What follows belongs to an exercise in optimizing a design on an open flow for small area and a short achievable clock period; a production flow would make more cautious choices. The RTL was checked by simulation tests, not by an equivalence proof against the original design. Power and IR drop assume default switching activity.

==> flow/design.v (outline; a module is shown in full before it is edited, if it fits) <==
// module fa: 10 lines
// module sel16: 9 lines
// module sel1: 9 lines
// module og1: 7 lines
// module ha: 9 lines
// module sel1s: 10 lines
// module FIR: 7224 lines
module FIR (
	input  wire        rst_n,
	input  wire        CLK,
	input  wire [15:0] sample_in,
	input  wire        En_FIR,
	output wire [31:0] sample_out
);
  // ...
==> flow/flow/run.sh <==
#!/bin/bash
# Own flow: the standard layout (standard.sh, unchanged synthesis), with
# timing repair aimed below the achieved period instead of the 24 ns clock,
# port buffers of a plain buffer cell, and a clock tree with larger sink
# clusters.  Each tool's output goes to its own log in this folder.
set -euo pipefail
export SETUP_SLACK_MARGIN=14.05
export BUFFER_PORTS_ARGS="-buffer_cell sky130_fd_sc_hd__buf_4"
export CTS_ARGS="-sink_clustering_enable -repair_clock_nets -buf_list sky130_fd_sc_hd__clkbuf_4 -sink_clustering_size 10 -sink_clustering_max_diameter 35 -dont_use_dummy_load"
bash standard.sh synth      > synth.log 2>&1
bash standard.sh floorplan  > floorplan.log 2>&1
bash standard.sh place      > place.log 2>&1
bash standard.sh cts        > cts.log 2>&1
bash standard.sh route      > route.log 2>&1
bash standard.sh finish     > finish.log 2>&1
==> flow/standard.sh <==
#!/bin/bash
# synth_recipe.tcl (not shown) runs the flow's synth.tcl, then flattens the netlist and writes it again
# the make line also repeats each setting of config.mk as NAME=value (left out here)
make -C /OpenROAD-flow-scripts/flow DESIGN_CONFIG=/design/flow/config.mk WORK_HOME=/design/flow/orfs CLKGATE_MAP_FILE= SYNTH_SCRIPT=/design/flow/synth_recipe.tcl "${@:-finish}"
==> flow/config.mk <==
export PLATFORM = sky130hd
export DESIGN_NAME = FIR
export DESIGN_NICKNAME = FIR
export VERILOG_FILES = /design/flow/design.v
export SDC_FILE = /design/flow/constraint.sdc
export NUM_CORES = 8
export LEC_CHECK = 0
export ABC_AREA = 1
export CAP_MARGIN = 20
export CORE_MARGIN = 2
export CORE_UTILIZATION = 55
export PLACE_DENSITY = 0.7
export SLEW_MARGIN = 20
export SYNTH_HIERARCHICAL = 1
==> flow/constraint.sdc <==
create_clock -name core_clock -period 24.0 [get_ports {CLK}]
set_input_delay 4.8000 -clock core_clock [delete_from_list [all_inputs] [get_ports {CLK}]]
set_output_delay 4.8000 -clock core_clock [all_outputs]
set_load 0.01 [all_outputs]
==> flow_metrics.env, run 1 <==
export IMPL_synth_edff_count=0
export IMPL_cp_buffers_inverters=3
export IMPL_period_share_pct=41.6
export IMPL_synth_cell_types=27
export IMPL_muxShareOfSynthArea_pct=0
export IMPL_status="no timing/DRC/antenna violations"
export IMPL_num_fill_cells=12000
export IMPL_dr_max_layer_used="met5"
export IMPL_fp_dieW_um=379
export IMPL_seqPwrFrac_pct=37.0
export IMPL_slowest_delay_ps=170
export IMPL_netlist_area_um2=77300
export IMPL_synth_compound_area_share_pct=0.353
export IMPL_num_vias=52700
export IMPL_cts_resized=36
export IMPL_post_drt_wl_per_cell_um=29.2
export IMPL_wirelength_um=278000
export IMPL_grt_use_met3_pct=9.64
export IMPL_largest_cell_class="multi-input gates"
export IMPL_cts_root_buf="clkbuf_4"
export IMPL_wl_met3_um=21300
export IMPL_pg_seq_mw=1.93
export IMPL_setup_viol=0
export IMPL_postLayoutCoreUtil_pct=59.2
export IMPL_rsz0062_at_grt="true"
export IMPL_relSlewSlack_pct=22.8
export IMPL_buffer_area_share_pct=1.23
export IMPL_maxPowerGroup="combinational logic"
export IMPL_placed_area_um2=80400
==> run 2, diff against run 1 <==
--- a/flow/config.mk
+++ b/flow/config.mk
@@ -6,5 +6,4 @@
 export NUM_CORES = 8
 export LEC_CHECK = 0
-export ABC_AREA = 1
 export CAP_MARGIN = 20
 export CORE_MARGIN = 2
==> run 2 against run 1 <==
Effect of this change: power fell by 2.1%; maximum frequency fell by 0.18%; core utilization rose by 0.34 points; synthesized cell count fell by 34%; die area fell by 4.3%; synthesized area fell by 4.3%; routed wire length fell by 2.7%; clock skew rose by 1.1 ps; clock power fell by 4%; largest cell class unchanged.
==> flow_metrics.env, run 2 <==
export IMPL_status="no timing/DRC/antenna violations"
export IMPL_layout_common_cells="fa_1 (1644), dfxtp_1 (1116), a22o_1 (1106)"
export IMPL_wirelength_um=271000
export IMPL_yosysMostFrequentCell="fa_1"
export IMPL_ioPinCount=51
export IMPL_synth_cell_types=52
export IMPL_netlist_area_um2=74000
export IMPL_rsz0062_at_grt="true"
export IMPL_cts_sinks=1121
export IMPL_tns_ps=0
export IMPL_nNetsFinal=7189
export IMPL_cp_startpoint="En_FIR"
export IMPL_finClkSkew_ps=213
export IMPL_period_minus_slack_ps=10010
export IMPL_required_ps=19200
export IMPL_max_freq_ghz=0.0999
export IMPL_r2r_start="x31[6]$_DFF_P_"
export IMPL_drtIter0Drc=4429
export IMPL_cts_root_buf="clkbuf_4"
export IMPL_top_regs="qa (32), qb (32)"
export IMPL_critPathArrivalTime_ps=5210
export IMPL_drt_vias_per_instance=6.46
export IMPL_clock_latency_ps=1220
export IMPL_relSlewSlack_pct=26.2
export IMPL_tightest_slew_ps=1110
export IMPL_hold_viol=0
export IMPL_die_area_um2=137000
export IMPL_clk_pin_slew_ps=90
export IMPL_synth_area_per_cell_um2=15.2
export IMPL_total_power_mw=5.10
export IMPL_yosys_top_cells_count="fa_1 (1802), dfxtp_1 (1120), a22o_1 (1106)"
export IMPL_initial_core_util_pct=55.4
export IMPL_first_global_vias=47500
export IMPL_htree_levels=4
export IMPL_gp_congestion=1.08
export IMPL_grt_first_pass_wirelength_um=373000
export IMPL_cts_path_max_buffers=3
export IMPL_core_um2=133000
export IMPL_cts_tree="done"
export IMPL_postLayoutCoreUtil_pct=59.5
export IMPL_grt_max_degree=238
export IMPL_async_reset_ff_share_pct=0.0892
export IMPL_slowest_delay_ps=160
export IMPL_io_buffer_count=50
export IMPL_period_share_pct=41.7
export IMPL_post_route_drc_count=0
export IMPL_cp_start_kind="input pin"
export IMPL_row_count=134
export IMPL_synth_flop_cell="dfxtp_1"
export IMPL_synth_edff_count=0
export IMPL_p_leak_nw=36.0
export IMPL_seq_area_frac_synth_pct=30.3
export IMPL_fp_dieW_um=371
export IMPL_synth_largest_area_cell="fa_1"
export IMPL_ant_nets=0
export IMPL_slowest_stage="and2_4"
export IMPL_cts_hold_buf=0
export IMPL_hold_start="x22[3]$_DFF_P_"
export IMPL_ir_drop_v=0.000145
export IMPL_syn2layout_area_growth_pct=7.33
export IMPL_post_drt_wl_per_cell_um=39.1
export IMPL_die_height_um=371
export IMPL_critPathKind="input pin to output pin"
export IMPL_cp_cell_sequence="buf_16 -> and2_4 -> buf_6"
export IMPL_dr_pass1_iters=6
export IMPL_antenna_found_initial=12
export IMPL_crit_fanout=7
export IMPL_yosys_register_bits=1121
export IMPL_drive_above_1_share_pct=10.6
export IMPL_grt_total_usage_pct=40.5
export IMPL_setup_viol=0
export IMPL_overflow=0
export IMPL_yosys_warnings=7
export IMPL_final_common_cell="fa_1"
export IMPL_cts_made_buffers=178
export IMPL_powerDensity_nw_per_um2=64.2
export IMPL_synth_area_leaders="fa_1 (49%), dfxtp_1 (30%), a22o_1 (13%)"
export IMPL_hp_class="register to register"
export IMPL_synthCells=4857
export IMPL_num_vias=44800
export IMPL_netlist_area_leader_share_pct=48.8
export IMPL_cap_viol_max_count=0
export IMPL_hpwl_um=235000
export IMPL_worst_setup_path_end_kind="output pin"
export IMPL_maxSlewViolCount=0
==> run 2: repair_timing <==
action	CTS	global route
pin swaps	20	37
gates resized for setup	146	114
endpoints found under the hold margin	0	0
buffers inserted	11	27
cloned	4	2
setup endpoints to repair	37	42
==> run 2: worst paths after layout <==
path | slack, ps | to | cells after the start
setup / recovery | 13990 | sample_out[23] | 3
hold / removal | 400 | x23[3]$_DFF_P_ | 1
setup reg to reg | 14100 | qa[22]$_DFF_P_ | 21
hold reg to reg | 400 | x23[3]$_DFF_P_ | 1
max in group asynchronous | 20360 | flag$_DFF_PN0_ | 1
min in group asynchronous | 3560 | flag$_DFF_PN0_ | 1
==> run 2: final cells by class <==
type | instances | area [µm²]
timing repair buffer | 128 | 1290
multi-input combinational | 3415 | 50900
sequential | 1121 | 22500
antenna | 11 | 27.5
fill | 10500 | 54100
clock buffer | 178 | 1340
inverter | 312 | 1190
tap | 1768 | 2210
==> run 2: critical path, delay by kind of cell <==
family | cells | cell delay, ps
buffers and inverters | 2 | 240
and+or+nand+nor | 1 | 160
==> run 2: cells by family (layout without fill, tap and decap cells) <==
group | after synthesis | in the layout | synth area share [%]
adders and majority gates | 2014 | 2014 | 52.3
AOI/OAI and AO/OA | 1227 | 1227 | 14.3
DFF | 1121 | 1121 | 30.3
buffers and inverters | 327 | 618 | 1.67
and+or+nand+nor | 142 | 142 | 0.996
xor gates and xnor gates | 16 | 16 | 0.189
muxes | 8 | 8 | 0.108
other | 2 | 19 | 0.0102
==> run 2: per-stage QoR <==
step,instances,setup WS [ps],hold WS (ps),instance area (µm²)
4_1_cts,6893,14000,387,78800
5_1_grt,6931,13970,410,79400
2_1_floorplan,4863,6500,439,74000
3_5_place_dp,6700,13650,453,76800
6_report,6933,13990,396,79400
3_3_place_gp,6700,13680,452,76800
==> run 2: layer usage <==
metal	share of wire (%)	global-route usage (%)	routed length [µm]
met3	7.3	8.70	19900
met1	36	49.2	97400
met5	0.042	0	115
met2	47	63.5	127000
met4	9.8	31.0	26600
==> run 2: Yosys stat by module (local to each module, per instance) <==
| module | cells inside | copies in the design | cell area [µm²] |
|---|---|---|---|
| FIR | 1751 | 1 | 26000 |
| fa | 1 | 1800 | 20.0 |
| ha | 1 | 154 | 12.5 |
| sel1s | 1 | 15 | 10.0 |
| sel1 | 1 | 1105 | 8.76 |
| og1 | 1 | 32 | 6.26 |
==> run 2: report_power, final <==
| group | internal, mW | switching [mW] |
|---|---|---|
| logic | 1.00 | 1.21 |
| registers | 1.90 | 0.0271 |
| clock network | 0.337 | 0.623 |
| total | 3.24 | 1.86 |

## re-timing with driven ports
Ports are ideal in the flow. The routed layouts listed here were re-timed in OpenROAD. Step 1 (the two cells are an assumption about what drives the block):
set clk [get_ports {CLK}]
set_driving_cell -lib_cell sky130_fd_sc_hd__clkbuf_16 $clk
set_driving_cell -lib_cell sky130_fd_sc_hd__buf_2 [delete_from_list [all_inputs] $clk]
Step 2 moves the port delays by t, midway between the first and last clock arrival at a register: inputs arrive t later, outputs are due t later. That takes back most of the time a late clock gives input paths. Three values: ideal, step 1, step 2; two values: the first two.
| run | shift t [ns] | slack for setup (ns) | clock arrival spread, ns |
|---|---|---|---|
| run 1 | 1.231 | 14.012 / 13.583 / 13.583 | 0.264 / 0.264 |
| run 2 | 1.191 | 13.993 / 13.590 / 13.590 | 0.213 / 0.213 |
After both steps every run listed still meets setup and hold. The setup slack of run 1, which loses most, moves by -0.429 ns with the drivers and by -0.429 ns with both steps.
